Background: an optimization exercise with open tools, aiming at small area, a short achievable clock period and few clock cycles per item. Do not read the settings as production practice.
Where RTL was checked, it was by simulation tests only, not by an equivalence proof against the original.
The RTL of runs 1 to 3 was laid out without a check of its function.
Power figures rest on the tool's default switching activity, not on a simulated workload.

File: flow/flow/run.sh
#!/bin/bash
set -euo pipefail
export BUFFER_PORTS_ARGS="-buffer_cell sky130_fd_sc_hd__buf_2"
export SETUP_SLACK_MARGIN=6.5
bash standard.sh > standard.log 2>&1
File: flow/design.v
`timescale 1ns/10ps
module  ATCONV(
	input		clk,
	input		reset,
	output 	    busy,
	input		ready,
	output reg	[11:0]	iaddr,
	input signed [12:0]	idata,
	output	reg 	cwr,
	output  reg	[11:0]	caddr_wr,
	output reg 	[12:0] 	cdata_wr,
	output	reg 	crd,       
	output  reg	[11:0] 	caddr_rd,
	input 	[12:0] 	cdata_rd,
	output reg 	csel
	);
	localparam K = 4;           
	localparam L = K + 2;       
	function [12:0] inc13;
		input [12:0] x;
		input ci;
		reg c;
		integer i;
		begin
			c = ci;
			for (i = 0; i < 13; i = i + 1) begin
				inc13[i] = x[i] ^ c;
				c = c & x[i];
			end
		end
	endfunction
	reg        run;
	reg        busy_r;    
	reg [2:0]  ci;
	reg [5:0]  s;
	reg        cp;
	reg [4:0]  b;
	assign busy = busy_r;
	wire tail   = b[4] & (s == 6'd2);
	wire last_i = tail ? (ci == 3'd4) : (ci == L-1);
	reg [2:0] n_ci;
	reg [5:0] n_s;
	reg       n_cp;
	reg [4:0] n_b;
	always @(*) begin
		n_ci = ci + 3'd1;
		n_s  = s;
		n_cp = cp;
		n_b  = b;
		if (last_i) begin
			n_ci = 3'd0;
			if (b[4]) begin
				if (s != 6'd2) n_s = s + 6'd1;
			end else if (s == 6'd32) begin
				n_s = cp ? 6'd0 : 6'd1;
				n_cp = ~cp;
				if (cp) n_b = b + 5'd1;
			end else
				n_s = s + 6'd1;
		end
	end
	wire [7:0] row  = {b[4:1], 3'b000} + {7'd0, b[0]} + {4'd0, ci, 1'b0} - 8'd2;
	wire [5:0] rowc = row[7] ? 6'd0 : (row[6] ? 6'd63 : row[5:0]);
	wire [5:0] sm1  = s - 6'd1;
	wire [5:0] s32  = 6'd32 - s;
	wire [5:0] col  = cp ? ((s == 6'd0) ? 6'd0 : {sm1[4:0], 1'b1})
	                     : ((s == 6'd0) ? 6'd63 : {s32[4:0], 1'b0});
	wire fl = (s == 6'd0) | (cp & (s == 6'd1));    
	wire wv = (ci >= 3'd2) & (((s >= 6'd2) & ~b[4]) | (fl & ((b != 5'd0) | cp)));
	reg [12:0] pix, x1, x2;
	always @(posedge clk) begin
		pix <= idata;
		x1  <= pix;
		x2  <= x1;
	end
	reg [3:0] wvp;           
	reg [2:0] flp;           
	always @(posedge clk or posedge reset) begin
		if (reset) begin
			wvp <= 4'b0000;
			flp <= 3'b000;
		end else begin
			wvp <= {wvp[2:0], wv & run};
			flp <= {flp[1:0], fl};
		end
	end
	reg [17*L-1:0] Pring;
	reg [16*L-1:0] Nring;
	wire [15:0] sx2 = {{3{x2[12]}}, x2};
	wire [15:0] spx = {{3{pix[12]}}, pix};
	wire [15:0] v   = sx2 + spx + {x1[12], x1, 2'b00};                          
	wire [16:0] cc  = {x1, 4'b0000} - {sx2[15], sx2, 1'b0} - {spx[15], spx, 1'b0};  
	reg  [15:0] Vr;
	reg  [16:0] Cr;
	always @(posedge clk) begin
		Vr <= v;
		Cr <= cc;
	end
	wire [15:0] Nh = Nring[15:0];
	wire [15:0] Xo = flp[2] ? Nh : Vr;
	wire [16:0] t2 = Pring[16:0] - {Xo[15], Xo};    
	wire [16:0] Pn = Cr - {Nh[15], Nh} - 17'd188;
	reg  [12:0] t2r;
	always @(posedge clk) begin
		Pring <= {Pn, Pring[17*L-1:17]};
		Nring <= {Vr, Nring[16*L-1:16]};
		t2r   <= t2[16:4];
	end
	wire ok0 = ~t2r[12] & (|t2r[11:0]) & (t2r[11:0] < 12'hFF5);
	wire [12:0] l0 = {1'b0, t2r[11:0] & {12{ok0}}};
	reg [5:0] wrow, wcol;
	always @(posedge clk or posedge reset) begin
		if (reset) begin
			wrow <= 6'd0;
			wcol <= 6'd62;
		end else if (wvp[3]) begin
			if (wrow[2:1] != 2'b11)
				wrow <= wrow + 6'd2;
			else begin
				wrow <= wrow - 6'd6;
				if (wcol == 6'd63) begin
					wcol <= 6'd62;
					wrow <= wrow[0] ? wrow + 6'd1 : wrow - 6'd5;
				end else if (wcol == 6'd0)
					wcol <= 6'd1;
				else if (wcol[0])
					wcol <= wcol + 6'd2;
				else
					wcol <= wcol - 6'd2;
			end
		end
	end
	reg [12:0] pc;             
	reg        pst, pwp, c0;
	reg [12:0] mx;
	reg        rd;             
	wire [12:0] pcn = inc13(pc, rd);
	reg  [3:0]  rg;            
	wire rd_next = run & ~done & ((ci == 3'd3) ? pen : ((ci == 3'd4 || ci == 3'd5) ? 1'b0 : pst));
	wire [10:0] nb  = pc[12:2] + {10'd0, rd & (&pc[1:0])};     
	wire        pen = ~nb[10] & (({1'b0, nb[9:7]} < rg) |
	                  (({1'b0, nb[9:7]} == b[4:1]) & b[0] & cp & ({1'b0, nb[6:2]} + 6'd4 <= s)));
	wire [9:0]  l1a = pc[11:2] - 10'd1;
	wire [8:0]  mxi = mx[12:4] + 9'd1;
	wire [12:0] l1 = (mx[3:0] != 4'd0) ? {mxi, 4'b0000} : mx;
	wire wr1  = (ci == 3'd4) & pwp;
	reg  done;     
	always @(posedge clk) begin
		if (rd) mx <= (c0 | (cdata_rd > mx)) ? cdata_rd : mx;
		crd <= rd_next;
		caddr_rd <= (run & ~done) ? {pcn[11:9], pcn[3:2], pcn[1], pcn[8:4], pcn[0]} : 12'd0;
		cdata_wr <= wr1 ? l1 : l0;
		caddr_wr <= wr1 ? {2'b00, l1a[9:7], l1a[1:0], l1a[6:2]} : {wrow, wcol};
		if (!run) iaddr <= 12'd63;
		else iaddr <= {rowc, col};
	end
	always @(posedge clk)
		busy_r <= ~reset & (run ? ~done : ready);
	always @(posedge clk or posedge reset) begin
		if (reset) begin
			done <= 1'b0;
			run <= 1'b0;
			ci <= 3'd1; s <= 6'd0; cp <= 1'b0; b <= 5'd0;
			pc <= 13'd0; pst <= 1'b0; pwp <= 1'b0; c0 <= 1'b0; rg <= 4'd0;
			rd <= 1'b0; cwr <= 1'b0; csel <= 1'b0;
		end else begin
			rg <= ((s >= 6'd2) | cp | b[0]) ? b[4:1] : ((b[4:1] == 4'd0) ? 4'd0 : b[4:1] - 4'd1);
			if (!run) begin
				run <= ready;
				cwr <= 1'b0;
				rd <= 1'b0;
				csel <= 1'b0;
				c0 <= 1'b0;
			end else if (done) begin
				run <= 1'b0;
				ci <= 3'd1; s <= 6'd0; cp <= 1'b0; b <= 5'd0;
				pc <= 13'd0; pst <= 1'b0; pwp <= 1'b0; c0 <= 1'b0; done <= 1'b0;
				rd <= 1'b0; cwr <= 1'b0; csel <= 1'b0;
			end else begin
				ci <= n_ci; s <= n_s; cp <= n_cp; b <= n_b;
				pc <= pcn;
				if (ci == 3'd3) begin
					pst <= pen;
					pwp <= pst;
					rd <= pen;
					c0  <= pen;
				end else begin
					c0 <= 1'b0;
					rd <= (ci == 3'd4 || ci == 3'd5) ? 1'b0 : pst;
				end
				cwr  <= wvp[3] | wr1;
				csel <= wr1;
				done <= wr1 & (l1a == 10'h3FF);
			end
		end
	end
endmodule
File: flow/standard.sh
#!/bin/bash
# synth_recipe.tcl (not shown) runs the flow's synth.tcl, then flattens the netlist and writes it again
# the make line also repeats each setting of config.mk as NAME=value (left out here)
make -C /OpenROAD-flow-scripts/flow DESIGN_CONFIG=/design/flow/config.mk WORK_HOME=/design/flow/orfs CLKGATE_MAP_FILE= SYNTH_SCRIPT=/design/flow/synth_recipe.tcl "${@:-finish}"
File: flow/config.mk
export PLATFORM = sky130hd
export DESIGN_NAME = ATCONV
export DESIGN_NICKNAME = ATCONV
export VERILOG_FILES = /design/flow/design.v
export SDC_FILE = /design/flow/constraint.sdc
export NUM_CORES = 4
export LEC_CHECK = 0
export CAP_MARGIN = 20
export CORE_MARGIN = 2
export CORE_UTILIZATION = 40
export CTS_CLUSTER_DIAMETER = 100
export CTS_CLUSTER_SIZE = 30
export SLEW_MARGIN = 20
File: flow/constraint.sdc
create_clock -name core_clock -period 10.0 [get_ports {clk}]
set_input_delay 2.0000 -clock core_clock [delete_from_list [all_inputs] [get_ports {clk}]]
set_output_delay 2.0000 -clock core_clock [all_outputs]
set_load 0.01 [all_outputs]
==> results.sh, run 1 <==
export IMPL_status="complete, no violations"
export IMPL_synth_distinct_cells=79
export IMPL_initial_core_util_pct=40.6
export IMPL_synth_async_reset_ratio_pct=14.6
export IMPL_critPathLaunchType="primary input"
export IMPL_cts_root_buf="clkbuf_16"
export IMPL_finalSetupTns_ps=0
export IMPL_synthFlopType="dfxtp_1"
export IMPL_syn_num_nets=1595
export IMPL_worst_hold_path_type="reg -> reg"
export IMPL_postCtsSetupBuffers=0
export IMPL_wl_per_cell_um=13.5
export IMPL_cp_cell_sequence="buf_2, ha_4, nor2b_1, o21a_1, o21a_1, o21a_1, o21ai_1, a211o_1, a21oi_4"
export IMPL_syn_area_um2=15700
export IMPL_max_clock_freq_ghz=0.295
export IMPL_cts_htree_levels=1
export IMPL_regArea_um2=8520
export IMPL_tightest_slew_ps=999
export IMPL_num_antenna_cells=0
export IMPL_critPathKind="in -> reg"
export IMPL_drt_wl_total_um=27100
export IMPL_ys_seq_area_share_pct=54.3
export IMPL_final_common_cell="dfxtp_1"
export IMPL_die_area_um2=40800
export IMPL_powerDensity_nw_per_um2=298
export IMPL_cp_arrival_ps=3580
export IMPL_critPathTopFamily="compound AO/OA/AOI/OAI gates"
export IMPL_relSlewSlack_pct=32.9
export IMPL_cp_end_kind="flop"
export IMPL_cts_buffer_depth=3
export IMPL_cellLeakagePower_uw=0.00791
export IMPL_n_fill_cell=3577
export IMPL_fin_skew_ps=24.2
export IMPL_clk_pin_slew_ps=110
export IMPL_grt_pass1_wl_um=45700
export IMPL_drv_slew=0
export IMPL_cts_buffers=18
export IMPL_io_buffers=81
export IMPL_via_per_inst=4.72
export IMPL_maxCapViolCount=0
export IMPL_die_width_um=202
export IMPL_crit_required_ps=10190
export IMPL_fin_crit_sh_pct=34.0
export IMPL_path_common_cell="o21a_1"
export IMPL_cp_max_fo=13
export IMPL_ys_warn_count=1
export IMPL_avgSynthCellArea_um2=11.2
export IMPL_post_dp_hpwl_um=20300
export IMPL_nNetsFinal=1672
export IMPL_grt_pass1_vias=9344
export IMPL_core_um2=38600
export IMPL_dr_pass1_iters=4
export IMPL_io_pins=82
export IMPL_drive_gt1_share_pct=9.32
export IMPL_rsz0062_at_grt="true"
export IMPL_syn_inst=1395
export IMPL_drtAntennaViolNets=0
export IMPL_critPathBufInv=1
export IMPL_drc_errors=0
export IMPL_clk_latency_ps=540
export IMPL_crit_path_top_delay_cell="a21oi_4"
export IMPL_fin_crit_ps=3400
export IMPL_die_h_um=202
export IMPL_cts_sinks=404
export IMPL_area_delta_synth_final_pct=9.71
export IMPL_critPathMaxStageDelay_ps=400
export IMPL_synth_seq_cells=404
export IMPL_final_cell_mix="dfxtp_1, ha_1, inv_1, nand2_1, buf_2"
export IMPL_ir_drop_uv=196
export IMPL_dr_total_vias=9428
export IMPL_setup_viol=0
export IMPL_r2r_setup_slack_ps=6690
export IMPL_grt_max_degree=61
export IMPL_antenna_found_initial=0
export IMPL_drtIter0Drc=371
export IMPL_grt_ovfl_total=0
export IMPL_synth_edf_count=13
export IMPL_tritoncts="done"
export IMPL_hold_violations=0
export IMPL_multi_input_area_um2=6560
export IMPL_whs_ps=313
export IMPL_gp_congestion=0.808
export IMPL_grt_total_usage_pct=13.5
export IMPL_rows=72
==> per-layer routing <==
layer | vias up | share of wire [%] | GRT usage [%]
li1 | 4871 | - | -
met1 | 4387 | 49 | 18.5
met2 | 142 | 45 | 22.8
met3 | 28 | 3.8 | 2.10
met4 | 0 | 1.6 | 2.76
met5 | - | 0 | 0
==> stage by stage <==
stage / instance area, µm² / instances / utilization (%) / power [µW] / setup slack, ps
detailed placement: 16600 / 1970 / 43.1 / 4300 / 6030
global route: 17200 / 1999 / 44.5 / 5570 / 6460
global placement: 16600 / 1970 / 43.1 / 4250 / 6050
floorplan: 15700 / 1395 / - / 3850 / 6370
finish: 17200 / 1999 / 44.5 / 5130 / 6600
CTS: 17200 / 1999 / 44.5 / 5190 / 6620
==> cell type report <==
class                      instances  area share [%]
inverter                         132            2.90
clock buffer                      24            2.99
timing repair buffer              83            2.44
multi-input combinational        833            38.1
clock inverter                     5           0.291
tap                              518            3.77
sequential                       404            49.5
==> synth_stat cells, types with 4 or more instances <==
cell type	count	share of area [%]
nor4_1	10	0.40
ha_1	141	11
nor2b_1	11	0.44
nor2_1	62	1.5
nand4_1	17	0.68
nand2_1	81	1.9
o31ai_1	7	0.33
xnor2_1	75	4.2
a211o_1	4	0.22
o21bai_1	7	0.33
a211oi_1	7	0.33
clkbuf_1	15	0.36
and2_1	23	0.92
fa_1	30	3.8
o22ai_1	7	0.28
or2_2	4	0.16
a21oi_1	70	2.2
dfrtp_1	53	8.5
or3_1	5	0.20
and3_1	11	0.44
dfstp_2	6	1.0
a21o_1	29	1.4
xor2_1	25	1.4
o21ai_0	60	1.9
nor3_1	23	0.73
o21a_1	16	0.77
edfxtp_1	13	2.5
nand2b_1	4	0.16
mux2i_1	22	1.4
dfxtp_1	332	42
nand3_1	22	0.70
inv_1	129	3.1
a31oi_1	7	0.28
==> what timing repair did <==
| item | CTS | global route |
|---|---|---|
| resized for setup | 0 | 2 |
| endpoints found under the setup margin | 0 | 7 |
| hold buffers | 0 | 0 |
| endpoints found under the hold margin | 0 | 0 |
==> where the power goes <==
group / internal (µW) / switching (µW) / total, µW
registers: 2220 / 227 / 2450
logic: 832 / 971 / 1800
clock network: 377 / 500 / 877
total: 3430 / 1700 / 5130
==> final timing paths <==
path | start | to | cells past startpoint
hold / removal | Pring[74] | Pring[57] | 0
min in group asynchronous | reset | pc[4] | 3
max in group asynchronous | reset | flp[2] | 3
hold reg to reg | Pring[74] | Pring[57] | 0
setup / recovery | cdata_rd[1] | mx[3] | 9
setup reg to reg | pc[4] | rd | 13
==> cells by family after synthesis <==
group | synth area share (%)
compound gates | 10.4
xor+xnor | 5.73
fa+ha+maj | 15.1
buf+inv | 4.09
flops | 54.3
mux | 1.55
simple gates | 8.81
==> worst register-to-register path, delay by kind of cell (launching register included) <==
kind	cells	cell delay, ps
buf+inv	1	120
flops	1	550
xor+xnor	3	480
simple gates	3	820
compound gates	4	820
fa+ha+maj	2	480
==> flip-flops by register name (all words and copies together) (netlist names), 13 cells and up, named ones only <==
| register | flops |
|---|---|
| x2 | 13 |
| Cr | 16 |
| x1 | 13 |
| cdata_wr | 13 |
| Vr | 15 |
| t2r | 13 |
| pix | 13 |
| pc | 13 |
| Pring | 102 |
| mx | 13 |
| Nring | 96 |
==> run 2: changes to the inputs <==
--- a/flow/design.v
+++ b/flow/design.v
@@ -134,20 +134,22 @@
 	reg        pst, pwp, c0;
 	reg [12:0] mx;
 	reg        rd;             
+	reg        done;           
 	wire [12:0] pcn = inc13(pc, rd);
 	reg  [3:0]  rg;            
+	reg        pen;
+	wire [10:0] nb  = pc[12:2] + {10'd0, pst};     
+	wire        pen_n = ~nb[10] & (({1'b0, nb[9:7]} < rg) |
+	                    (({1'b0, nb[9:7]} == b[4:1]) & b[0] & cp & ({1'b0, nb[6:2]} + 6'd4 <= s)));
 	wire rd_next = run & ~done & ((ci == 3'd3) ? pen : ((ci == 3'd4 || ci == 3'd5) ? 1'b0 : pst));
-	wire [10:0] nb  = pc[12:2] + {10'd0, rd & (&pc[1:0])};     
-	wire        pen = ~nb[10] & (({1'b0, nb[9:7]} < rg) |
-	                  (({1'b0, nb[9:7]} == b[4:1]) & b[0] & cp & ({1'b0, nb[6:2]} + 6'd4 <= s)));
 	wire [9:0]  l1a = pc[11:2] - 10'd1;
 	wire [8:0]  mxi = mx[12:4] + 9'd1;
 	wire [12:0] l1 = (mx[3:0] != 4'd0) ? {mxi, 4'b0000} : mx;
 	wire wr1  = (ci == 3'd4) & pwp;
-	reg  done;     
 	always @(posedge clk) begin
 		if (rd) mx <= (c0 | (cdata_rd > mx)) ? cdata_rd : mx;
 		crd <= rd_next;
+		pen <= pen_n;
 		caddr_rd <= (run & ~done) ? {pcn[11:9], pcn[3:2], pcn[1], pcn[8:4], pcn[0]} : 12'd0;
 		cdata_wr <= wr1 ? l1 : l0;
 		caddr_wr <= wr1 ? {2'b00, l1a[9:7], l1a[1:0], l1a[6:2]} : {wrow, wcol};
==> results.sh, run 2 <==
export IMPL_wl_per_cell_um=13.5
export IMPL_synth_seq_cells=405
export IMPL_cts_sinks=405
export IMPL_drc_errors=0
export IMPL_power_switching_uw=1900
export IMPL_initial_core_util_pct=40.6
export IMPL_avgSynthCellArea_um2=11.3
export IMPL_final_common_cell="dfxtp_1"
export IMPL_ys_warn_count=1
export IMPL_cts_buffer_depth=3
export IMPL_largest_register="Pring"
export IMPL_clk_latency_ps=540
export IMPL_synth_edf_count=13
export IMPL_dr_total_vias=9434
export IMPL_num_antenna_cells=0
export IMPL_synthFlopType="dfxtp_1"
export IMPL_n_fill_cell=3613
export IMPL_grt_pass1_wl_um=45100
export IMPL_yosysTopAreaCell="dfxtp_1"
export IMPL_core_um2=38600
export IMPL_drive_gt1_share_pct=10.2
export IMPL_cellLeakagePower_uw=0.00792
export IMPL_crit_required_ps=10200
export IMPL_syn_num_nets=1590
export IMPL_drtAntennaViolNets=0
export IMPL_postCtsSetupBuffers=0
export IMPL_cp_max_fo=13
export IMPL_drv_slew=0
export IMPL_seq_power_share_pct=45.8
export IMPL_power_frac_comb_pct=38.4
export IMPL_maxCapViolCount=0
export IMPL_die_h_um=202
export IMPL_fin_skew_ps=17.6
export IMPL_status="complete, no violations"
export IMPL_reg_top3="Pring (102), Nring (96), Cr (16)"
export IMPL_grt_max_degree=61
export IMPL_pwr_share_clk_pct=15.8
export IMPL_nNetsFinal=1668
export IMPL_cts_htree_levels=1
export IMPL_p_sw_share_pct=34.5
export IMPL_cp_arrival_ps=3540
export IMPL_synth_area_leaders="dfxtp_1, ha_1, dfrtp_1, xnor2_1, fa_1"
export IMPL_setup_viol=0
export IMPL_area_delta_synth_final_pct=10.2
export IMPL_largest_reg_flops=102
export IMPL_ys_seq_area_share_pct=54.5
export IMPL_final_cell_mix="dfxtp_1, ha_1, inv_1, nand2_1, buf_2"
export IMPL_post_dp_hpwl_um=20100
export IMPL_postLayoutCoreUtil_pct=44.7
export IMPL_finalSetupTns_ps=0
export IMPL_clk_pin_slew_ps=110
export IMPL_grt_ovfl_total=0
export IMPL_dr_pass1_iters=5
export IMPL_synth_top_area_share_pct=42.5
export IMPL_powerDensity_nw_per_um2=318
export IMPL_hold_violations=0
export IMPL_worst_hold_path_type="reg -> reg"
export IMPL_drt_wl_total_um=26900
export IMPL_drtIter0Drc=478
export IMPL_die_area_um2=40800
export IMPL_grt_total_usage_pct=13.4
export IMPL_cts_buffers=18
export IMPL_io_pins=82
export IMPL_synthMostInstantiatedCell="dfxtp_1"
export IMPL_tightest_slew_ps=1010
export IMPL_cts_root_buf="clkbuf_16"
export IMPL_synth_distinct_cells=79
export IMPL_ir_drop_uv=121
export IMPL_synthTopCellsByCount="dfxtp_1, ha_1, inv_1"
export IMPL_critPathKind="in -> reg"
export IMPL_via_per_inst=4.73
export IMPL_rows=72
export IMPL_die_width_um=202
export IMPL_gp_congestion=0.816
export IMPL_rsz0062_at_grt="false"
export IMPL_grt_pass1_vias=9272
export IMPL_fin_crit_ps=3340
export IMPL_io_buffers=81
export IMPL_p_int_uw=3600
export IMPL_cp_end_kind="flop"
export IMPL_cts_hold_buf=0
export IMPL_critPathLaunchType="primary input"
export IMPL_tritoncts="done"
export IMPL_synth_async_reset_ratio_pct=14.6
export IMPL_relSlewSlack_pct=32.4
export IMPL_cts_resized=0
export IMPL_fin_crit_sh_pct=33.4
export IMPL_antenna_found_initial=0
export IMPL_syn_area_um2=15700
export IMPL_max_clock_freq_ghz=0.300
export IMPL_syn_inst=1390
run 2: per-layer routing:
metal | global-route usage, % | routed length, µm | up-vias
met5 | 0 | 0 | -
met4 | 3.41 | 508 | 0
met3 | 1.92 | 1080 | 34
met2 | 21.6 | 11900 | 156
met1 | 18.9 | 13400 | 4408
li1 | - | - | 4836
run 2: cell type report:
class,instances,area [µm²],area share (%)
clock buffer,22,497,2.87
clock inverter,5,68.8,0.398
inverter,125,473,2.74
multi-input combinational,832,6620,38.3
sequential,405,8540,49.4
tap,518,648,3.75
timing repair buffer,86,443,2.56
run 2: final timing paths:
kind,start,to,slack (ps),cells past startpoint
setup / recovery,cdata_rd[8],mx[1],6660,8
hold / removal,Pring[31],Pring[14],330,0
setup reg to reg,pc[0],pc[11],6920,14
hold reg to reg,Pring[31],Pring[14],330,0
max in group asynchronous,reset,ci[1],7790,3
min in group asynchronous,reset,pc[10],1710,3
run 2: power groups by stage:
| stage | Clock (µW) | Sequential, µW | Combinational [µW] |
|---|---|---|---|
| after floorplan | 0 | 2500 | 1650 |
| after global placement | 0 | 2540 | 2080 |
| after detailed placement | 0 | 2570 | 2110 |
| after CTS | 914 | 2530 | 2130 |
| after global routing | 971 | 2590 | 2400 |
| final | 866 | 2520 | 2110 |
run 2: worst max-delay path, stage by stage:
cell	delay (ps)
buf_2	120
ha_4	250
and4_1	200
nand2_1	80
o21bai_1	160
a31o_2	230
a21oi_1	140
o21a_2	360
run 2: kinds of logic after synthesis:
group           count (synthesis)  synth area share, %
fa+ha+maj                     171                 15.1
compound gates                258                 10.9
buf+inv                       153                 3.75
flops                         405                 54.5
xor+xnor                      104                 5.81
mux                            22                 1.44
simple gates                  277                 8.59
run 2: through the flow:
stage,setup WS [ps],cells,hold WS [ps],area (µm²),total power [µW]
3_3_place_gp,6130,1965,310,16700,4620
3_5_place_dp,6090,1966,312,16700,4680
2_1_floorplan,6420,1390,310,15800,4150
6_report,6660,1993,329,17300,5490
4_1_cts,6690,1993,323,17300,5580
5_1_grt,6560,1993,336,17300,5960
==> run 3: changes to the inputs <==
--- a/flow/design.v
+++ b/flow/design.v
@@ -135,7 +135,7 @@
 	reg [12:0] mx;
 	reg        rd;             
 	reg        done;           
-	wire [12:0] pcn = inc13(pc, rd);
+	wire [12:0] pcn = pc + {12'd0, rd};
 	reg  [3:0]  rg;            
 	reg        pen;
 	wire [10:0] nb  = pc[12:2] + {10'd0, pst};     
==> results.sh, run 3 <==
export IMPL_status="complete, no violations"
export IMPL_via_per_inst=4.73
export IMPL_worst_hold_path_type="reg -> reg"
export IMPL_avgSynthCellArea_um2=11.1
export IMPL_cp_arrival_ps=3470
export IMPL_cp_end_kind="flop"
export IMPL_rows=72
export IMPL_relSlewSlack_pct=34.0
export IMPL_synthMostInstantiatedCell="dfxtp_1"
export IMPL_nNetsFinal=1677
export IMPL_tritoncts="done"
export IMPL_synth_area_leaders="dfxtp_1, ha_1, dfrtp_1, xnor2_1, fa_1"
export IMPL_cts_sinks=405
export IMPL_cts_buffers=17
export IMPL_cts_buffer_depth=3
export IMPL_synth_edf_count=13
export IMPL_drtIter0Drc=361
export IMPL_clk_pin_slew_ps=110
export IMPL_die_area_um2=40700
export IMPL_postCtsSetupBuffers=0
export IMPL_syn_inst=1408
export IMPL_max_clock_freq_ghz=0.302
export IMPL_grt_pass1_vias=9506
export IMPL_synth_top_area_share_pct=42.6
export IMPL_tightest_slew_ps=982
export IMPL_dr_total_vias=9510
export IMPL_largest_register="Pring"
export IMPL_cellLeakagePower_uw=0.00763
export IMPL_yosysTopAreaCell="dfxtp_1"
export IMPL_syn_area_um2=15700
export IMPL_final_cell_mix="dfxtp_1, ha_1, inv_1, xnor2_1, buf_2"
export IMPL_fin_skew_ps=17.9
export IMPL_antenna_found_initial=0
export IMPL_fin_crit_ps=3310
export IMPL_fin_crit_sh_pct=33.1
export IMPL_core_um2=38600
export IMPL_cts_hold_buf=0
export IMPL_post_dp_hpwl_um=20700
export IMPL_post_place_ws_ps=6110
export IMPL_maxCapViolCount=0
export IMPL_synth_async_reset_ratio_pct=14.6
export IMPL_dr_pass1_iters=4
export IMPL_die_width_um=202
export IMPL_drv_slew=0
export IMPL_hold_violations=0
export IMPL_grt_total_usage_pct=13.7
export IMPL_drtAntennaViolNets=0
export IMPL_p_total_uw=5410
export IMPL_rsz0062_at_grt="false"
export IMPL_drive_gt1_share_pct=8.51
export IMPL_synth_distinct_cells=65
export IMPL_drc_errors=0
export IMPL_cts_htree_levels=1
export IMPL_area_delta_synth_final_pct=9.34
export IMPL_io_pins=82
export IMPL_synthTopCellsByCount="dfxtp_1, ha_1, inv_1"
export IMPL_largest_reg_flops=102
export IMPL_ir_drop_uv=132
export IMPL_drt_wl_total_um=27500
export IMPL_cp_max_fo=13
export IMPL_ys_warn_count=1
export IMPL_syn_num_nets=1599
export IMPL_finalSetupTns_ps=0
export IMPL_placed_cells=1985
export IMPL_initial_core_util_pct=40.5
export IMPL_final_common_cell="dfxtp_1"
export IMPL_finalNonFillerCells=2010
export IMPL_fin_ws_ps=6690
export IMPL_num_antenna_cells=0
export IMPL_cts_root_buf="clkbuf_16"
export IMPL_reg_top3="Pring (102), Nring (96), Cr (16)"
export IMPL_powerDensity_nw_per_um2=316
export IMPL_critPathLaunchType="primary input"
export IMPL_io_buffers=81
export IMPL_gp_congestion=0.855
export IMPL_grt_max_degree=61
export IMPL_critPathKind="in -> reg"
export IMPL_synthFlopType="dfxtp_1"
export IMPL_synth_seq_cells=405
export IMPL_clk_latency_ps=520
export IMPL_die_h_um=202
export IMPL_ys_seq_area_share_pct=54.5
export IMPL_wl_per_cell_um=13.7
export IMPL_cts_resized=0
export IMPL_n_fill_cell=3623
export IMPL_grt_ovfl_total=0
export IMPL_setup_viol=0
export IMPL_grt_pass1_wl_um=46300
export IMPL_crit_required_ps=10160
-- run 3: kinds of logic after synthesis --
kind of cell | synth area share, %
xor+xnor | 6.71
mux | 1.34
compound gates | 10.3
buf+inv | 3.76
simple gates | 8.95
fa+ha+maj | 14.4
flops | 54.5
-- run 3: worst paths after layout --
kind	startpoint	end	slack (ps)	cells past startpoint
max	cdata_rd[1]	mx[1]	6690	9
min	Pring[45]	Pring[28]	320	0
max reg2reg	pc[2]	pen	6860	13
min reg2reg	Pring[45]	Pring[28]	320	0
max in group asynchronous	reset	flp[2]	7700	3
min in group asynchronous	reset	pc[2]	1720	3
-- run 3: worst max-delay path, cell delays in order --
cell and delay [ps]:
buf_2 110, ha_1 290, nor2b_1 130, o21a_1 110
o21ai_0 70, nand2b_1 80, a21oi_1 80, o21a_1 200
a21oi_4 420
-- run 3: through the flow --
step	util (%)	hold slack, ps	area, µm²
after floorplan	-	310	15700
after global placement	43.1	310	16700
after detailed placement	43.1	312	16700
after CTS	44.3	323	17100
after global routing	44.3	338	17100
final	44.3	319	17100
-- run 3: metal layers --
| metal | track usage, % | part of all wire (%) |
|---|---|---|
| met5 | 0 | 0 |
| met4 | 3.15 | 1.9 |
| met3 | 2.13 | 3.7 |
| met2 | 22.4 | 44 |
| met1 | 19.2 | 50 |
-- run 3: layout make-up --
| cell class | instances | area [µm²] | area share [%] |
|---|---|---|---|
| Sequential cell | 405 | 8540 | 49.9 |
| Multi-Input combinational cell | 847 | 6550 | 38.2 |
| Tap cell | 518 | 648 | 3.79 |
| Inverter | 131 | 495 | 2.89 |
| Clock buffer | 23 | 448 | 2.62 |
| Timing Repair Buffer | 84 | 428 | 2.50 |
| Clock inverter | 2 | 15.0 | 0.0877 |
-- run 3: power breakdown --
group	internal [µW]	switching (µW)	leakage (µW)
logic	953	1130	0.00373
clock network	321	471	0.000226
registers	2270	266	0.00368
==> run 4: changes to the inputs <==
--- a/flow/design.v
+++ b/flow/design.v
@@ -132,22 +132,33 @@
 	end
 	reg [12:0] pc;             
 	reg        pst, pwp, c0;
-	reg [12:0] mx;
+	reg        rv, r0;
+	reg [12:0] rdr, mx;
 	reg        rd;             
 	reg        done;           
 	wire [12:0] pcn = pc + {12'd0, rd};
+	wire [2:0] st = tail ? 3'd2 : 3'd3;
+	wire [2:0] wc = tail ? 3'd4 : 3'd5;
 	reg  [3:0]  rg;            
-	reg        pen;
-	wire [10:0] nb  = pc[12:2] + {10'd0, pst};     
-	wire        pen_n = ~nb[10] & (({1'b0, nb[9:7]} < rg) |
-	                    (({1'b0, nb[9:7]} == b[4:1]) & b[0] & cp & ({1'b0, nb[6:2]} + 6'd4 <= s)));
-	wire rd_next = run & ~done & ((ci == 3'd3) ? pen : ((ci == 3'd4 || ci == 3'd5) ? 1'b0 : pst));
+	reg         pen;
+	wire [2:0]  pg  = pc[11:9];
+	wire [4:0]  pj  = pc[8:4];
+	wire [3:0]  pg1 = {1'b0, pg} + 4'd1;
+	wire        lst = b[0] & cp;                       
+	wire        r_same = ({1'b0, pg} < rg) | (({1'b0, pg} == b[4:1]) & lst & ({1'b0, pj} + 6'd4 <= s));
+	wire        r_j1   = ({1'b0, pg} < rg) | (({1'b0, pg} == b[4:1]) & lst & ({1'b0, pj} + 6'd5 <= s));
+	wire        r_g1   = ~pg1[3] & ((pg1 < rg) | ((pg1 == b[4:1]) & lst & (s >= 6'd4)));
+	wire        pen_n  = ~pc[12] & ((~pst | (pc[3:2] != 2'b11)) ? r_same :
+	                                (pj != 5'd31) ? r_j1 : r_g1);
+	wire rd_next = run & ~done & ((ci == st) ? pen :
+	               ((ci == st + 3'd1) | (ci == 3'd0) | (ci == 3'd1)) ? pst : 1'b0);
 	wire [9:0]  l1a = pc[11:2] - 10'd1;
 	wire [8:0]  mxi = mx[12:4] + 9'd1;
 	wire [12:0] l1 = (mx[3:0] != 4'd0) ? {mxi, 4'b0000} : mx;
-	wire wr1  = (ci == 3'd4) & pwp;
-	always @(posedge clk) begin
-		if (rd) mx <= (c0 | (cdata_rd > mx)) ? cdata_rd : mx;
+	wire wr1  = (ci == wc) & pwp;
+	always @(posedge clk) begin
+		rdr <= cdata_rd;
+		if (rv) mx <= (r0 | (rdr > mx)) ? rdr : mx;
 		crd <= rd_next;
 		pen <= pen_n;
 		caddr_rd <= (run & ~done) ? {pcn[11:9], pcn[3:2], pcn[1], pcn[8:4], pcn[0]} : 12'd0;
@@ -164,8 +175,11 @@
 			run <= 1'b0;
 			ci <= 3'd1; s <= 6'd0; cp <= 1'b0; b <= 5'd0;
 			pc <= 13'd0; pst <= 1'b0; pwp <= 1'b0; c0 <= 1'b0; rg <= 4'd0;
+			rv <= 1'b0; r0 <= 1'b0;
 			rd <= 1'b0; cwr <= 1'b0; csel <= 1'b0;
 		end else begin
+			rv <= rd;
+			r0 <= c0;
 			rg <= ((s >= 6'd2) | cp | b[0]) ? b[4:1] : ((b[4:1] == 4'd0) ? 4'd0 : b[4:1] - 4'd1);
 			if (!run) begin
 				run <= ready;
@@ -181,14 +195,11 @@
 			end else begin
 				ci <= n_ci; s <= n_s; cp <= n_cp; b <= n_b;
 				pc <= pcn;
-				if (ci == 3'd3) begin
+				rd <= rd_next;
+				c0 <= (ci == st) & pen;
+				if (ci == st) begin
 					pst <= pen;
 					pwp <= pst;
-					rd <= pen;
-					c0  <= pen;
-				end else begin
-					c0 <= 1'b0;
-					rd <= (ci == 3'd4 || ci == 3'd5) ? 1'b0 : pst;
 				end
 				cwr  <= wvp[3] | wr1;
 				csel <= wr1;
==> results.sh, run 4 <==
export IMPL_critPathLaunchType="flop"
export IMPL_worstHoldEndpoint="Nring[79]"
export IMPL_drive_gt1_share_pct=7.99
export IMPL_grt_ovfl_total=0
export IMPL_crit_required_ps=8000
export IMPL_min_path_cells=0
export IMPL_rsz0062_at_grt="false"
export IMPL_cp_end_kind="output pin"
export IMPL_ys_warn_count=1
export IMPL_via_per_inst=4.92
export IMPL_cp_arrival_ps=1090
export IMPL_reg2reg_depth=8
export IMPL_dpl_cell_area_um2=17400
export IMPL_finalSetupTns_ps=0
export IMPL_synthMostInstantiatedCell="dfxtp_1"
export IMPL_syn_num_nets=1693
export IMPL_synth_async_reset_ratio_pct=14.5
export IMPL_post_dp_hpwl_um=22200
export IMPL_cellLeakagePower_uw=0.00800
export IMPL_cts_buffer_depth=3
export IMPL_cp_cell_sequence="buf_2"
export IMPL_num_antenna_cells=0
export IMPL_hold_violations=0
export IMPL_critPathBufInv=1
export IMPL_dr_pass1_iters=5
export IMPL_worst_hold_path_type="reg -> reg"
export IMPL_powerDensity_nw_per_um2=314
export IMPL_r2r_start="flp[2]"
export IMPL_grt_total_usage_pct=14.3
export IMPL_synth_edf_count=13
export IMPL_max_clock_freq_ghz=0.323
export IMPL_dr_total_vias=10307
export IMPL_die_width_um=207
export IMPL_setup_viol=0
export IMPL_io_pins=82
export IMPL_relSlewSlack_pct=31.7
export IMPL_cp_max_fo=1
export IMPL_syn_area_um2=16400
export IMPL_crit_path_top_delay_cell="dfxtp_1"
export IMPL_antenna_found_initial=0
export IMPL_final_common_cell="dfxtp_1"
export IMPL_cts_resized=0
export IMPL_drtAntennaViolNets=0
export IMPL_cts_sinks=420
export IMPL_clk_latency_ps=550
export IMPL_largest_register="Pring"
export IMPL_fin_crit_sh_pct=30.9
export IMPL_hp_start="Nring[95]"
export IMPL_io_buffers=81
export IMPL_cts_root_buf="clkbuf_16"
export IMPL_critPathMaxStageDelay_ps=390
export IMPL_postCtsSetupBuffers=0
export IMPL_synth_area_leaders="dfxtp_1, ha_1, dfrtp_1, xnor2_1, fa_1"
export IMPL_final_cell_mix="dfxtp_1, ha_1, inv_1, a21oi_1, nand2_1"
export IMPL_wl_per_cell_um=14.2
export IMPL_drtIter0Drc=428
export IMPL_syn_inst=1486
export IMPL_synth_seq_cells=420
export IMPL_ys_seq_area_share_pct=53.9
export IMPL_critPathTopFamily="flip-flops"
export IMPL_maxCapViolCount=0
export IMPL_fin_area_um2=17900
export IMPL_grt_max_degree=63
export IMPL_area_delta_synth_final_pct=9.18
export IMPL_fin_crit_ps=3090
export IMPL_reg_top3="Pring (102), Nring (96), Cr (16)"
export IMPL_cts_htree_levels=1
export IMPL_grt_pass1_wl_um=49400
export IMPL_cts_buffers=19
export IMPL_ir_drop_uv=129
export IMPL_synth_top_area_share_pct=42.2
export IMPL_r2r_setup_slack_ps=6960
export IMPL_nNetsFinal=1765
export IMPL_die_h_um=207
export IMPL_avgSynthCellArea_um2=11.1
export IMPL_drv_slew=0
export IMPL_initial_core_util_pct=40.4
export IMPL_tritoncts="done"
export IMPL_core_um2=40600
export IMPL_largest_reg_flops=102
export IMPL_tightest_slew_ps=1020
export IMPL_grt_pass1_vias=10085
export IMPL_die_area_um2=42700
export IMPL_rows=74
export IMPL_synthFlopType="dfxtp_1"
export IMPL_cts_hold_buf=0
export IMPL_yosysTopAreaCell="dfxtp_1"
export IMPL_critPathKind="reg -> out"
export IMPL_drt_wl_total_um=29800
export IMPL_rr_endpoint="t2r[10]"
export IMPL_postLayoutCoreUtil_pct=44.1
export IMPL_clk_pin_slew_ps=110
export IMPL_drc_errors=0
export IMPL_fin_skew_ps=28.2
export IMPL_status="complete, no violations"
export IMPL_synth_distinct_cells=78
export IMPL_gp_congestion=0.849
export IMPL_synthTopCellsByCount="dfxtp_1, ha_1, inv_1"
==> run 4: cell count changes after synthesis, moves of 12 or more <==
cell      change
a21oi_1      +16
a211oi_1     +12
o21ai_0      +17
dfxtp_1      +13
xnor2_1      -24
ha_1         +16
==> run 4: worst register-to-register path, stage by stage (launching register included) <==
cell and delay (ps):
dfrtp_1 1000, mux2i_1 180, ha_1 400, and3_1 190, o311a_1 270, nor4b_1 110
o41ai_1 470, a21oi_1 160, xnor2_1 150
==> run 4: through the flow <==
stage	hold WS, ps	std cells	setup slack (ps)	power (µW)
2_1_floorplan	310	1486	6680	4240
3_3_place_gp	310	2069	6850	4730
3_5_place_dp	312	2069	6850	4790
4_1_cts	301	2096	6890	5700
5_1_grt	307	2096	6690	6120
6_report	303	2096	6910	5630
==> run 4: where the power goes <==
part	switching (µW)	internal, µW
combinational	1170	955
clock	523	366
sequential	287	2320
total	1980	3650
==> run 4: kinds of logic (layout without fill, tap and decap cells) <==
| logic type | after synthesis | after routing | synth area share (%) |
|---|---|---|---|
| xor gates and xnor gates | 106 | 106 | 5.65 |
| DFF | 420 | 420 | 53.9 |
| and+or+nand+nor | 314 | 314 | 9.50 |
| buffers and inverters | 159 | 237 | 3.78 |
| muxes | 21 | 21 | 1.29 |
| AOI/OAI and AO/OA | 288 | 288 | 11.0 |
| adders and majority gates | 178 | 178 | 14.9 |
==> run 4: cell type report <==
class / instances / area, µm²
multi-input cells: 907 / 6960
inverters: 127 / 480
repair buffers: 83 / 420
flip-flops and latches: 420 / 8850
clock inverters: 4 / 71.3
fillers: 3813 / 22700
well taps: 532 / 666
clock buffers: 23 / 490
==> run 4: routing by layer <==
| metal | global-route usage (%) | wire length, µm | part of all wire [%] |
|---|---|---|---|
| met2 | 23.1 | 12900 | 43 |
| met4 | 3.47 | 580 | 1.9 |
| met1 | 20.2 | 15000 | 50 |
| met5 | 0 | 0 | 0 |
| met3 | 2.07 | 1280 | 4.3 |
==> run 4: worst max path at each step <==
stage / from / end / slack (ps) / depth (start not counted)
detailed placement: reset / busy_r / 6850 / 4
finish: crd / crd / 6910 / 1
CTS: crd / crd / 6890 / 1
floorplan: reset / busy_r / 6680 / 2
global placement: reset / busy_r / 6850 / 4
global route: flp[2] / t2r[10] / 6690 / 8
Testbench counts of run 4, summed over its fixed seeds: cycles 216,096, images 32.
==> run 5: changes to the inputs <==
--- a/flow/design.v
+++ b/flow/design.v
@@ -108,28 +108,29 @@
 	end
 	wire ok0 = ~t2r[12] & (|t2r[11:0]) & (t2r[11:0] < 12'hFF5);
 	wire [12:0] l0 = {1'b0, t2r[11:0] & {12{ok0}}};
-	reg [5:0] wrow, wcol;
+	reg [2:0] wg;
+	reg [1:0] wj;
+	reg       wrp, wpar;
+	reg [4:0] wk;
 	always @(posedge clk or posedge reset) begin
 		if (reset) begin
-			wrow <= 6'd0;
-			wcol <= 6'd62;
+			wg <= 3'd0; wj <= 2'd0; wrp <= 1'b0; wpar <= 1'b0; wk <= 5'd0;
 		end else if (wvp[3]) begin
-			if (wrow[2:1] != 2'b11)
-				wrow <= wrow + 6'd2;
-			else begin
-				wrow <= wrow - 6'd6;
-				if (wcol == 6'd63) begin
-					wcol <= 6'd62;
-					wrow <= wrow[0] ? wrow + 6'd1 : wrow - 6'd5;
-				end else if (wcol == 6'd0)
-					wcol <= 6'd1;
-				else if (wcol[0])
-					wcol <= wcol + 6'd2;
-				else
-					wcol <= wcol - 6'd2;
+			wj <= wj + 2'd1;
+			if (wj == 2'b11) begin
+				wk <= wk + 5'd1;
+				if (wk == 5'd31) begin
+					wpar <= ~wpar;
+					if (wpar) begin
+						wrp <= ~wrp;
+						if (wrp) wg <= wg + 3'd1;
+					end
+				end
 			end
 		end
 	end
+	wire [5:0] wrow = {wg, wj, wrp};
+	wire [5:0] wcol = {wk ^ {5{~wpar}}, wpar};
 	reg [12:0] pc;             
 	reg        pst, pwp, c0;
 	reg        rv, r0;
==> results.sh, run 5 <==
export IMPL_critPathLaunchType="flop"
export IMPL_ys_warn_count=1
export IMPL_tightest_slew_ps=1000
export IMPL_via_per_inst=4.88
export IMPL_min_path_cells=0
export IMPL_dr_pass1_iters=6
export IMPL_r2r_setup_slack_ps=6770
export IMPL_cts_root_buf="clkbuf_16"
export IMPL_p_int_uw=3560
export IMPL_cellLeakagePower_uw=0.00796
export IMPL_fin_crit_ps=3230
export IMPL_drtIter0Drc=376
export IMPL_die_h_um=205
export IMPL_clk_latency_ps=530
export IMPL_critPathBufInv=1
export IMPL_avgSynthCellArea_um2=11.3
export IMPL_cts_htree_levels=1
export IMPL_hold_violations=0
export IMPL_power_frac_comb_pct=36.6
export IMPL_cts_hold_buf=0
export IMPL_grt_max_degree=63
export IMPL_drt_wl_total_um=29000
export IMPL_power_switching_uw=1850
export IMPL_yosysTopAreaCell="dfxtp_1"
export IMPL_cp_arrival_ps=3670
export IMPL_reg_top3="Pring (102), Nring (96), Cr (16)"
export IMPL_rows=73
export IMPL_hp_start="Pring[66]"
export IMPL_synth_area_leaders="dfxtp_1, ha_1, dfrtp_1, xnor2_1, fa_1"
export IMPL_syn_num_nets=1637
export IMPL_cp_end_kind="flop"
export IMPL_ys_seq_area_share_pct=54.7
export IMPL_cts_resized=0
export IMPL_max_clock_freq_ghz=0.310
export IMPL_p_sw_share_pct=34.2
export IMPL_drive_gt1_share_pct=8.78
export IMPL_grt_ovfl_total=0
export IMPL_core_um2=39800
export IMPL_cts_buffer_depth=3
export IMPL_num_antenna_cells=0
export IMPL_fin_area_um2=17700
export IMPL_status="complete, no violations"
export IMPL_cts_buffers=18
export IMPL_seq_power_share_pct=47.4
export IMPL_postCtsSetupBuffers=0
export IMPL_synthFlopType="dfxtp_1"
export IMPL_powerDensity_nw_per_um2=307
export IMPL_tritoncts="done"
export IMPL_grt_pass1_vias=9742
export IMPL_synth_distinct_cells=77
export IMPL_whs_ps=330
export IMPL_antenna_found_initial=0
export IMPL_grt_pass1_wl_um=49000
export IMPL_synth_async_reset_ratio_pct=14.5
export IMPL_final_cell_mix="dfxtp_1, ha_1, inv_1, xnor2_1, nor2_1"
export IMPL_critPathMaxStageDelay_ps=630
export IMPL_syn_inst=1436
export IMPL_synth_top_area_share_pct=42.9
export IMPL_synthMostInstantiatedCell="dfxtp_1"
export IMPL_pwr_share_clk_pct=16.0
export IMPL_critPathTopFamily="compound AO/OA/AOI/OAI gates"
export IMPL_n_fill_cell=3777
export IMPL_reg2reg_depth=9
export IMPL_fin_skew_ps=18.7
export IMPL_dpl_cell_area_um2=17100
export IMPL_cp_max_fo=3
export IMPL_rr_endpoint="Cr[15]"
export IMPL_cts_sinks=420
export IMPL_dr_total_vias=9956
export IMPL_cp_cell_sequence="inv_1, ha_1, fa_1, a211oi_1, o21bai_1, o2bb2ai_1, o41ai_1, or4b_2, o211ai_1"
export IMPL_r2r_start="pix[1]"
export IMPL_clk_pin_slew_ps=110
export IMPL_synth_seq_cells=420
export IMPL_gp_congestion=0.854
export IMPL_drv_slew=0
export IMPL_synth_edf_count=13
export IMPL_worst_hold_path_type="reg -> reg"
export IMPL_largest_register="Pring"
export IMPL_final_common_cell="dfxtp_1"
export IMPL_ir_drop_uv=135
export IMPL_grt_total_usage_pct=14.2
export IMPL_maxCapViolCount=0
export IMPL_multi_input_area_um2=6700
export IMPL_setup_viol=0
export IMPL_io_pins=82
export IMPL_wl_per_cell_um=14.2
export IMPL_syn_area_um2=16200
export IMPL_regArea_um2=8840
export IMPL_die_area_um2=42000
export IMPL_relSlewSlack_pct=33.3
export IMPL_postLayoutCoreUtil_pct=44.3
export IMPL_io_buffers=81
export IMPL_path_depth=9
export IMPL_largest_reg_flops=102
export IMPL_finalSetupTns_ps=0
export IMPL_worstHoldEndpoint="Pring[49]"
export IMPL_fin_crit_sh_pct=32.3
export IMPL_initial_core_util_pct=40.6
export IMPL_nNetsFinal=1707
export IMPL_synthTopCellsByCount="dfxtp_1, ha_1, inv_1"
export IMPL_die_width_um=205
export IMPL_area_delta_synth_final_pct=9.23
export IMPL_post_dp_hpwl_um=21700
export IMPL_crit_path_top_delay_cell="or4b_2"
export IMPL_crit_required_ps=10440
export IMPL_drtAntennaViolNets=0
export IMPL_drc_errors=0
export IMPL_critPathKind="reg -> reg"
export IMPL_rsz0062_at_grt="false"
[run 5: cell types whose count changed after synthesis, sizes merged, moves of 9 or more]
cell / change
a21o: +13
o21ai: -19
nor2: +10
a21oi: -13
nand2: -19
nand2b: -9
[run 5: routing by layer]
layer / track usage (%) / share of wire [%] / up-vias
met3: 1.56 / 2.9 / 32
met5: 0 / 0 / -
met1: 19.9 / 49 / 4757
met2: 23.4 / 45 / 134
li1: - / - / 5033
met4: 3.88 / 2.5 / 0
[run 5: power groups by stage]
stage | logic (µW) | registers [µW] | clock network, µW
floorplan | 1550 | 2530 | 0
global placement | 1950 | 2600 | 0
detailed placement | 1990 | 2620 | 0
CTS | 2000 | 2580 | 912
global route | 2260 | 2640 | 972
finish | 1980 | 2570 | 867
[run 5: worst max path at each step]
stage | endpoint | start | slack [ps]
after detailed placement | Cr[15] | pix[1] | 6840
after floorplan | busy_r | reset | 6680
after global placement | cdata_wr[3] | s[3] | 6810
final | Cr[15] | pix[1] | 6770
after global routing | Cr[15] | pix[1] | 6570
after CTS | Cr[15] | pix[1] | 6780
[run 5: logic make-up after synthesis]
family          count (synthesis)  share of synthesized area [%]
flops                         420                           54.7
simple gates                  281                           8.41
compound gates                268                           10.8
fa+ha+maj                     172                           14.7
buf+inv                       160                           3.84
xor+xnor                      110                           5.96
mux                            25                           1.60
[run 5: metrics by stage]
stage          total power (µW)  setup slack [ps]  instances
2_1_floorplan              4080              6680       1436
3_3_place_gp               4550              6810       2011
3_5_place_dp               4600              6840       2011
4_1_cts                    5490              6780       2039
5_1_grt                    5880              6570       2039
6_report                   5420              6770       2039
[run 5: layout make-up]
cell class / instances / share of cell area, %
clock inverter: 4 / 0.213
sequential: 420 / 50.1
inverter: 125 / 2.68
tap: 525 / 3.72
timing repair buffer: 85 / 2.47
clock buffer: 24 / 2.86
multi-input combinational: 856 / 38.0
Testbench counts of run 5, summed over its fixed seeds: cycles 216,096, images 32.
==> run 6: changes to the inputs <==
==> flow/flow/run.sh (replaced) <==
#!/bin/bash
set -euo pipefail
export BUFFER_PORTS_ARGS="-buffer_cell sky130_fd_sc_hd__buf_2"
export SETUP_SLACK_MARGIN=7.2
bash standard.sh > standard.log 2>&1
==> results.sh, run 6 <==
export IMPL_status="complete, no violations"
export IMPL_critPathKind="reg -> out"
export IMPL_p_int_uw=3630
export IMPL_nNetsFinal=1720
export IMPL_fin_crit_sh_pct=30.4
export IMPL_wl_per_cell_um=14.4
export IMPL_syn_num_nets=1637
export IMPL_powerDensity_nw_per_um2=306
export IMPL_via_per_inst=4.84
export IMPL_critPathTopFamily="flip-flops"
export IMPL_max_clock_freq_ghz=0.329
export IMPL_synthFlopType="dfxtp_1"
export IMPL_fin_ws_ps=6960
export IMPL_cp_arrival_ps=1040
export IMPL_post_place_ws_ps=6840
export IMPL_fin_crit_ps=3040
export IMPL_synth_area_leaders="dfxtp_1, ha_1, dfrtp_1, xnor2_1, fa_1"
export IMPL_critPathLaunchType="flop"
export IMPL_io_pins=82
export IMPL_syn_area_um2=16200
export IMPL_ir_drop_uv=135
export IMPL_r2r_start="pix[2]"
export IMPL_power_switching_uw=1890
export IMPL_seq_power_share_pct=46.7
export IMPL_muxShareOfSynthArea_pct=1.60
export IMPL_initial_core_util_pct=40.6
export IMPL_crit_path_top_delay_cell="dfrtp_1"
export IMPL_synth_edf_count=13
export IMPL_critPathBufInv=1
export IMPL_synth_xor_area_share_pct=5.96
export IMPL_synthSimpleGateAreaFrac_pct=8.41
export IMPL_synth_async_reset_ratio_pct=14.5
export IMPL_largest_register="Pring"
export IMPL_dr_total_vias=9932
export IMPL_drtAntennaViolNets=0
export IMPL_crit_path_start="cwr"
export IMPL_final_common_cell="dfxtp_1"
export IMPL_p_total_uw=5530
export IMPL_grt_max_degree=63
export IMPL_dr_pass1_iters=4
export IMPL_fin_skew_ps=16.0
export IMPL_hp_start="Nring[85]"
export IMPL_cp_end_kind="output pin"
export IMPL_grt_total_usage_pct=14.2
export IMPL_rows=73
export IMPL_cp_max_fo=1
export IMPL_grt_pass1_vias=9859
export IMPL_core_um2=39800
export IMPL_crit_required_ps=8000
export IMPL_num_antenna_cells=0
export IMPL_cellLeakagePower_uw=0.00808
export IMPL_regArea_um2=8890
export IMPL_largest_reg_flops=102
export IMPL_die_area_um2=42000
export IMPL_worst_hold_path_type="reg -> reg"
export IMPL_synth_compound_area_share_pct=10.8
export IMPL_clk_pin_slew_ps=110
export IMPL_synth_top_area_share_pct=42.9
export IMPL_synth_top_family_by_area="adder cells"
export IMPL_antenna_found_initial=0
export IMPL_drive_gt1_share_pct=12.8
export IMPL_io_buffers=81
export IMPL_cts_buffer_depth=3
export IMPL_gp_congestion=0.831
export IMPL_drtIter0Drc=390
export IMPL_cts_hold_buf=0
export IMPL_cp_cell_sequence="buf_2"
export IMPL_synth_seq_cells=420
export IMPL_n_fill_cell=3712
export IMPL_setup_viol=0
export IMPL_drv_slew=0
export IMPL_ys_warn_count=1
export IMPL_finalNonFillerCells=2052
export IMPL_avgSynthCellArea_um2=11.3
export IMPL_maxCapViolCount=0
export IMPL_r2r_setup_slack_ps=7330
export IMPL_reg_top3="Pring (102), Nring (96), Cr (16)"
export IMPL_cts_root_buf="clkbuf_16"
export IMPL_synth_distinct_cells=77
export IMPL_tritoncts="done"
export IMPL_die_h_um=205
export IMPL_cts_buffers=18
export IMPL_syn_inst=1436
export IMPL_rsz0062_at_grt="true"
export IMPL_clk_latency_ps=530
export IMPL_critPathMaxStageDelay_ps=380
export IMPL_multi_input_area_um2=6830
export IMPL_grt_pass1_wl_um=48800
export IMPL_drc_errors=0
export IMPL_tightest_slew_ps=913
export IMPL_pwr_share_clk_pct=15.8
export IMPL_final_cell_mix="dfxtp_1, ha_1, inv_1, xnor2_1, nor2_1"
export IMPL_ys_seq_area_share_pct=54.7
export IMPL_cts_sinks=420
export IMPL_area_delta_synth_final_pct=11.9
export IMPL_placed_cells=2011
export IMPL_postLayoutCoreUtil_pct=45.4
export IMPL_post_dp_hpwl_um=21800
export IMPL_yosysTopAreaCell="dfxtp_1"
export IMPL_synthMostInstantiatedCell="dfxtp_1"
export IMPL_synthTopCellsByCount="dfxtp_1, ha_1, inv_1"
export IMPL_drt_wl_total_um=29500
export IMPL_synth_adder_area_share_pct=14.7
export IMPL_p_sw_share_pct=34.2
export IMPL_power_frac_comb_pct=37.5
export IMPL_cts_htree_levels=1
export IMPL_finalSetupTns_ps=0
export IMPL_hold_violations=0
export IMPL_die_width_um=205
export IMPL_grt_ovfl_total=0
export IMPL_relSlewSlack_pct=38.6
[run 6: final cells by class]
| cell class | count | area share, % |
|---|---|---|
| clock buffer | 24 | 2.79 |
| clock inverter | 4 | 0.208 |
| timing repair buffer | 98 | 3.82 |
| multi-input combinational | 856 | 37.8 |
| inverter | 125 | 2.62 |
| tap | 525 | 3.63 |
| sequential | 420 | 49.2 |
[run 6: timing repair]
action | in CTS | in global routing
hold endpoints to repair | 0 | 0
gates resized for setup | 38 | 39
endpoints found under the setup margin | 81 | 71
pin swaps | 3 | 3
setup buffers | 2 | 11
[run 6: layer usage]
metal / GRT usage (%) / up-vias / part of all wire [%]
li1: - / 5060 / -
met1: 19.4 / 4689 / 49
met2: 23.9 / 147 / 46
met3: 1.75 / 36 / 3.2
met4: 3.44 / 0 / 2.1
met5: 0 / - / 0
[run 6: cells by family (layout without fill, tap and decap cells)]
logic type	Yosys count	count (layout)
AND/OR/NAND/NOR	281	281
adder cells (fa/ha/maj)	172	172
AO/OA/AOI/OAI	268	268
multiplexers	25	25
flip-flops	420	420
XOR/XNOR	110	110
buffers and inverters	160	251
[run 6: worst paths after layout]
path / endpoint / cells after the start
hold / removal: Nring[69] / 0
min in group asynchronous: csel / 3
setup reg to reg: Vr[15] / 8
hold reg to reg: Nring[69] / 0
setup / recovery: cwr / 1
max in group asynchronous: flp[2] / 3
[run 6: power groups by stage]
stage | combinational, µW | clock (µW) | sequential (µW)
floorplan | 1550 | 0 | 2530
global placement | 1940 | 0 | 2610
detailed placement | 1990 | 0 | 2620
CTS | 2040 | 912 | 2590
global route | 2350 | 973 | 2650
finish | 2070 | 872 | 2580
[run 6: metrics by stage]
stage               area, µm²  hold slack (ps)
global placement        17100              309
finish                  18100              331
floorplan               16200              310
global route            18100              337
detailed placement      17100              312
CTS                     17900              330
==> run 7: changes to the inputs <==
==> flow/flow/run.sh (replaced) <==
#!/bin/bash
set -euo pipefail
export BUFFER_PORTS_ARGS="-buffer_cell sky130_fd_sc_hd__buf_2"
export SETUP_SLACK_MARGIN=6.9
bash standard.sh > standard.log 2>&1
==> results.sh, run 7 <==
export IMPL_clk_pin_slew_ps=110
export IMPL_fin_ws_ps=6970
export IMPL_synth_distinct_cells=77
export IMPL_hold_violations=0
export IMPL_cp_arrival_ps=1030
export IMPL_nNetsFinal=1708
export IMPL_ir_drop_uv=128
export IMPL_rows=73
export IMPL_maxCapViolCount=0
export IMPL_die_h_um=205
export IMPL_area_delta_synth_final_pct=9.47
export IMPL_syn_area_um2=16200
export IMPL_num_antenna_cells=0
export IMPL_dr_total_vias=9842
export IMPL_ys_warn_count=1
export IMPL_via_per_inst=4.83
export IMPL_avgSynthCellArea_um2=11.3
export IMPL_synth_top_area_share_pct=42.9
export IMPL_synth_edf_count=13
export IMPL_io_pins=82
export IMPL_dpl_cell_area_um2=17100
export IMPL_cts_hold_buf=0
export IMPL_drtIter0Drc=411
export IMPL_yosysTopAreaCell="dfxtp_1"
export IMPL_cts_sinks=420
export IMPL_cts_root_buf="clkbuf_16"
export IMPL_core_um2=39800
export IMPL_status="complete, no violations"
export IMPL_cellLeakagePower_uw=0.00798
export IMPL_drive_gt1_share_pct=9.11
export IMPL_synth_area_leaders="dfxtp_1, ha_1, dfrtp_1, xnor2_1, fa_1"
export IMPL_rsz0062_at_grt="true"
export IMPL_grt_total_usage_pct=13.9
export IMPL_tightest_slew_ps=860
export IMPL_fin_crit_ps=3030
export IMPL_cp_cell_sequence="buf_2"
export IMPL_grt_max_degree=63
export IMPL_drtAntennaViolNets=0
export IMPL_cts_buffer_depth=3
export IMPL_largest_register="Pring"
export IMPL_clk_latency_ps=530
export IMPL_drt_wl_total_um=28900
export IMPL_drv_slew=0
export IMPL_worst_hold_path_type="reg -> reg"
export IMPL_final_common_cell="dfxtp_1"
export IMPL_cts_buffers=18
export IMPL_ys_seq_area_share_pct=54.7
export IMPL_dr_pass1_iters=5
export IMPL_cp_end_kind="output pin"
export IMPL_critPathKind="reg -> out"
export IMPL_syn_inst=1436
export IMPL_cp_max_fo=1
export IMPL_setup_viol=0
export IMPL_largest_reg_flops=102
export IMPL_syn_num_nets=1637
export IMPL_r2r_setup_slack_ps=7020
export IMPL_die_width_um=205
export IMPL_io_buffers=81
export IMPL_critPathMaxStageDelay_ps=370
export IMPL_fin_crit_sh_pct=30.3
export IMPL_critPathBufInv=1
export IMPL_grt_pass1_wl_um=47900
export IMPL_synth_async_reset_ratio_pct=14.5
export IMPL_synthTopCellsByCount="dfxtp_1, ha_1, inv_1"
export IMPL_relSlewSlack_pct=42.1
export IMPL_fin_area_um2=17700
export IMPL_powerDensity_nw_per_um2=307
export IMPL_crit_required_ps=8000
export IMPL_critPathTopFamily="flip-flops"
export IMPL_synth_seq_cells=420
export IMPL_crit_path_top_delay_cell="dfrtp_1"
export IMPL_drc_errors=0
export IMPL_cts_htree_levels=1
export IMPL_n_fill_cell=3755
export IMPL_wl_per_cell_um=14.2
export IMPL_die_area_um2=42000
export IMPL_final_cell_mix="dfxtp_1, ha_1, inv_1, xnor2_1, nor2_1"
export IMPL_synthMostInstantiatedCell="dfxtp_1"
export IMPL_post_place_ws_ps=6720
export IMPL_finalSetupTns_ps=0
export IMPL_initial_core_util_pct=40.6
export IMPL_critPathLaunchType="flop"
export IMPL_grt_pass1_vias=9689
export IMPL_synthFlopType="dfxtp_1"
export IMPL_max_clock_freq_ghz=0.330
export IMPL_post_dp_hpwl_um=21700
export IMPL_gp_congestion=0.856
export IMPL_reg_top3="Pring (102), Nring (96), Cr (16)"
export IMPL_tritoncts="done"
export IMPL_fin_skew_ps=19.8
export IMPL_grt_ovfl_total=0
export IMPL_antenna_found_initial=0
[run 7: worst paths after layout]
path | start | end | depth (start not counted)
setup / recovery | cwr | cwr | 1
hold / removal | Pring[76] | Pring[59] | 0
setup reg to reg | pix[1] | Vr[15] | 10
hold reg to reg | Pring[76] | Pring[59] | 0
max in group asynchronous | reset | flp[2] | 3
min in group asynchronous | reset | csel | 3
[run 7: what timing repair did]
item,4_1_cts,5_1_grt
pin swaps,0,1
setup buffers,0,1
endpoints found under the setup margin,27,3
gates resized for setup,3,5
[run 7: power by group]
group / leakage (µW) / internal, µW / total (µW) / switching, µW
Combinational: 0.00388 / 893 / 2000 / 1100
Sequential: 0.00383 / 2310 / 2570 / 264
Clock: 0.000267 / 373 / 870 / 497
Total: 0.00798 / 3570 / 5440 / 1860
[run 7: cell families after synthesis]
kind of cell / Yosys count / synth area share [%]
flip-flops: 420 / 54.7
AO/OA/AOI/OAI: 268 / 10.8
AND/OR/NAND/NOR: 281 / 8.41
multiplexers: 25 / 1.60
buffers and inverters: 160 / 3.84
XOR/XNOR: 110 / 5.96
adder cells (fa/ha/maj): 172 / 14.7
[run 7: layout make-up]
class | count | area (µm²) | area share (%)
Tap cell | 525 | 657 | 3.71
Multi-Input combinational cell | 856 | 6720 | 38.0
Inverter | 125 | 473 | 2.67
Clock inverter | 2 | 32.5 | 0.184
Timing Repair Buffer | 86 | 443 | 2.50
Clock buffer | 25 | 518 | 2.93
Sequential cell | 420 | 8850 | 50.0
[run 7: worst reg2reg max path: stages (launching register included)]
cell and delay [ps]:
dfxtp_1 360, inv_1 50, ha_1 350, ha_1 270, fa_1 420, a21o_1 210, a311oi_1 370, o31ai_1 150
a21oi_1 310, o21ai_0 200, a211oi_1 220
[run 7: routing by layer]
metal	vias up	routed length (µm)	GRT usage (%)
li1	5028	-	-
met1	4651	14300	19.1
met2	129	13100	23.5
met3	34	833	1.64
met4	0	614	3.52
met5	-	0	0
[run 7: stage by stage]
step	total power, µW	util, %	std cells	hold slack (ps)
after floorplan	4080	-	1436	310
after global placement	4560	42.9	2011	310
after detailed placement	4610	43.0	2011	312
after CTS	5500	44.4	2038	325
after global routing	5880	44.4	2039	332
final	5440	44.4	2039	316
==> run 8: changes to the inputs <==
--- a/flow/config.mk
+++ b/flow/config.mk
@@ -10,4 +10,5 @@
 export CORE_UTILIZATION = 40
 export CTS_CLUSTER_DIAMETER = 100
 export CTS_CLUSTER_SIZE = 30
+export PLACE_DENSITY = 0.72
 export SLEW_MARGIN = 20
==> results.sh, run 8 <==
export IMPL_drc_errors=0
export IMPL_dr_total_vias=10050
export IMPL_io_pins=82
export IMPL_num_antenna_cells=0
export IMPL_initial_core_util_pct=40.6
export IMPL_largest_register="Pring"
export IMPL_synth_async_reset_ratio_pct=14.5
export IMPL_cp_max_fo=1
export IMPL_wl_per_cell_um=14.2
export IMPL_synthTopCellsByCount="dfxtp_1, ha_1, inv_1"
export IMPL_die_h_um=205
export IMPL_finalSetupTns_ps=0
export IMPL_syn_num_nets=1637
export IMPL_cts_root_buf="clkbuf_16"
export IMPL_status="complete, no violations"
export IMPL_grt_pass1_wl_um=48000
export IMPL_maxCapViolCount=0
export IMPL_tightest_slew_ps=809
export IMPL_syn_area_um2=16200
export IMPL_cts_hold_buf=0
export IMPL_cts_buffer_depth=3
export IMPL_relSlewSlack_pct=46.1
export IMPL_cellLeakagePower_uw=0.00795
export IMPL_synthFlopType="dfxtp_1"
export IMPL_crit_path_top_delay_cell="dfxtp_1"
export IMPL_rows=73
export IMPL_drv_slew=0
export IMPL_cts_htree_levels=1
export IMPL_die_area_um2=42000
export IMPL_post_dp_hpwl_um=21600
export IMPL_synth_distinct_cells=77
export IMPL_grt_use_met2_pct=23.1
export IMPL_largest_reg_flops=102
export IMPL_synth_edf_count=13
export IMPL_io_buffers=81
export IMPL_ir_drop_uv=164
export IMPL_core_um2=39800
export IMPL_critPathKind="reg -> out"
export IMPL_hold_violations=0
export IMPL_drtAntennaViolNets=0
export IMPL_cts_buffers=18
export IMPL_drive_gt1_share_pct=9.32
export IMPL_fin_crit_ps=3050
export IMPL_powerDensity_nw_per_um2=308
export IMPL_area_delta_synth_final_pct=9.38
export IMPL_grt_max_degree=63
export IMPL_max_clock_freq_ghz=0.328
export IMPL_grt_ovfl_total=0
export IMPL_tritoncts="done"
export IMPL_antenna_found_initial=0
export IMPL_final_cell_mix="dfxtp_1, ha_1, inv_1, xnor2_1, nor2_1"
export IMPL_syn_inst=1436
export IMPL_synthMostInstantiatedCell="dfxtp_1"
export IMPL_grtUsageMet3_pct=1.56
export IMPL_ys_seq_area_share_pct=54.7
export IMPL_nNetsFinal=1706
export IMPL_clk_pin_slew_ps=110
export IMPL_reg_top3="Pring (102), Nring (96), Cr (16)"
export IMPL_grt_pass1_vias=9848
export IMPL_critPathLaunchType="flop"
export IMPL_drtIter0Drc=456
export IMPL_clk_latency_ps=520
export IMPL_cp_arrival_ps=1050
export IMPL_fin_skew_ps=12.7
export IMPL_dr_pass1_iters=7
export IMPL_avgSynthCellArea_um2=11.3
export IMPL_fin_crit_sh_pct=30.5
export IMPL_cts_sinks=420
export IMPL_worst_hold_path_type="reg -> reg"
export IMPL_synth_area_leaders="dfxtp_1, ha_1, dfrtp_1, xnor2_1, fa_1"
export IMPL_final_common_cell="dfxtp_1"
run 8: cell counts after synthesis:
No cell type changed its count.
run 8: power breakdown:
group | switching (µW) | internal, µW
Sequential | 270 | 2310
Combinational | 1110 | 894
Clock | 500 | 361
run 8: cells by family after synthesis:
kind of cell             count (synthesis)  share of synthesized area, %
flip-flops                             420                          54.7
multiplexers                            25                          1.60
AND/OR/NAND/NOR                        281                          8.41
AO/OA/AOI/OAI                          268                          10.8
XOR/XNOR                               110                          5.96
adder cells (fa/ha/maj)                172                          14.7
buffers and inverters                  160                          3.84
run 8: per-stage QoR:
stage / cell area (µm²) / instances / hold slack (ps) / total power, µW / util [%]
floorplan: 16200 / 1436 / 310 / 4080 / -
CTS: 17600 / 2037 / 322 / 5480 / 44.3
finish: 17700 / 2038 / 325 / 5450 / 44.4
detailed placement: 17100 / 2009 / 312 / 4610 / 42.9
global placement: 17100 / 2009 / 310 / 4520 / 42.9
global route: 17700 / 2038 / 335 / 5860 / 44.4
run 8: path summary, 6_finish.rpt:
| kind | cells past startpoint | from | slack [ps] | endpoint |
|---|---|---|---|---|
| worst max-delay path | 1 | crd | 6950 | crd |
| worst min-delay path | 0 | Pring[98] | 320 | Pring[81] |
| worst max register to register | 9 | pix[8] | 7050 | Cr[15] |
| worst min register to register | 0 | Pring[98] | 320 | Pring[81] |
| max in group asynchronous | 3 | reset | 7700 | flp[2] |
| min in group asynchronous | 3 | reset | 1720 | wg[2] |
run 8: repair_timing:
item                       CTS  global route
setup buffers                0             1
setup endpoints to repair   27             1
resized for setup            3             8
pin swaps                    0             1
run 8: final cells by class:
cell class / instances / area (µm²)
fill: 3674 / 22100
timing repair buffer: 84 / 428
tap: 525 / 657
multi-input combinational: 856 / 6740
inverter: 125 / 473
clock inverter: 3 / 33.8
clock buffer: 25 / 498
sequential: 420 / 8850
run 8: metal layers:
metal	vias up	part of all wire, %
li1	5042	-
met1	4757	48
met2	217	45
met3	34	4.3
met4	0	2.2
met5	-	0

Check on run 8: ideal ports give 6.947 ns setup slack; a clkbuf_16 on the clock port and buf_2 on the inputs give 6.901 ns; moving port delays by the midpoint clock arrival (0.566 ns) as well gives 6.894 ns.
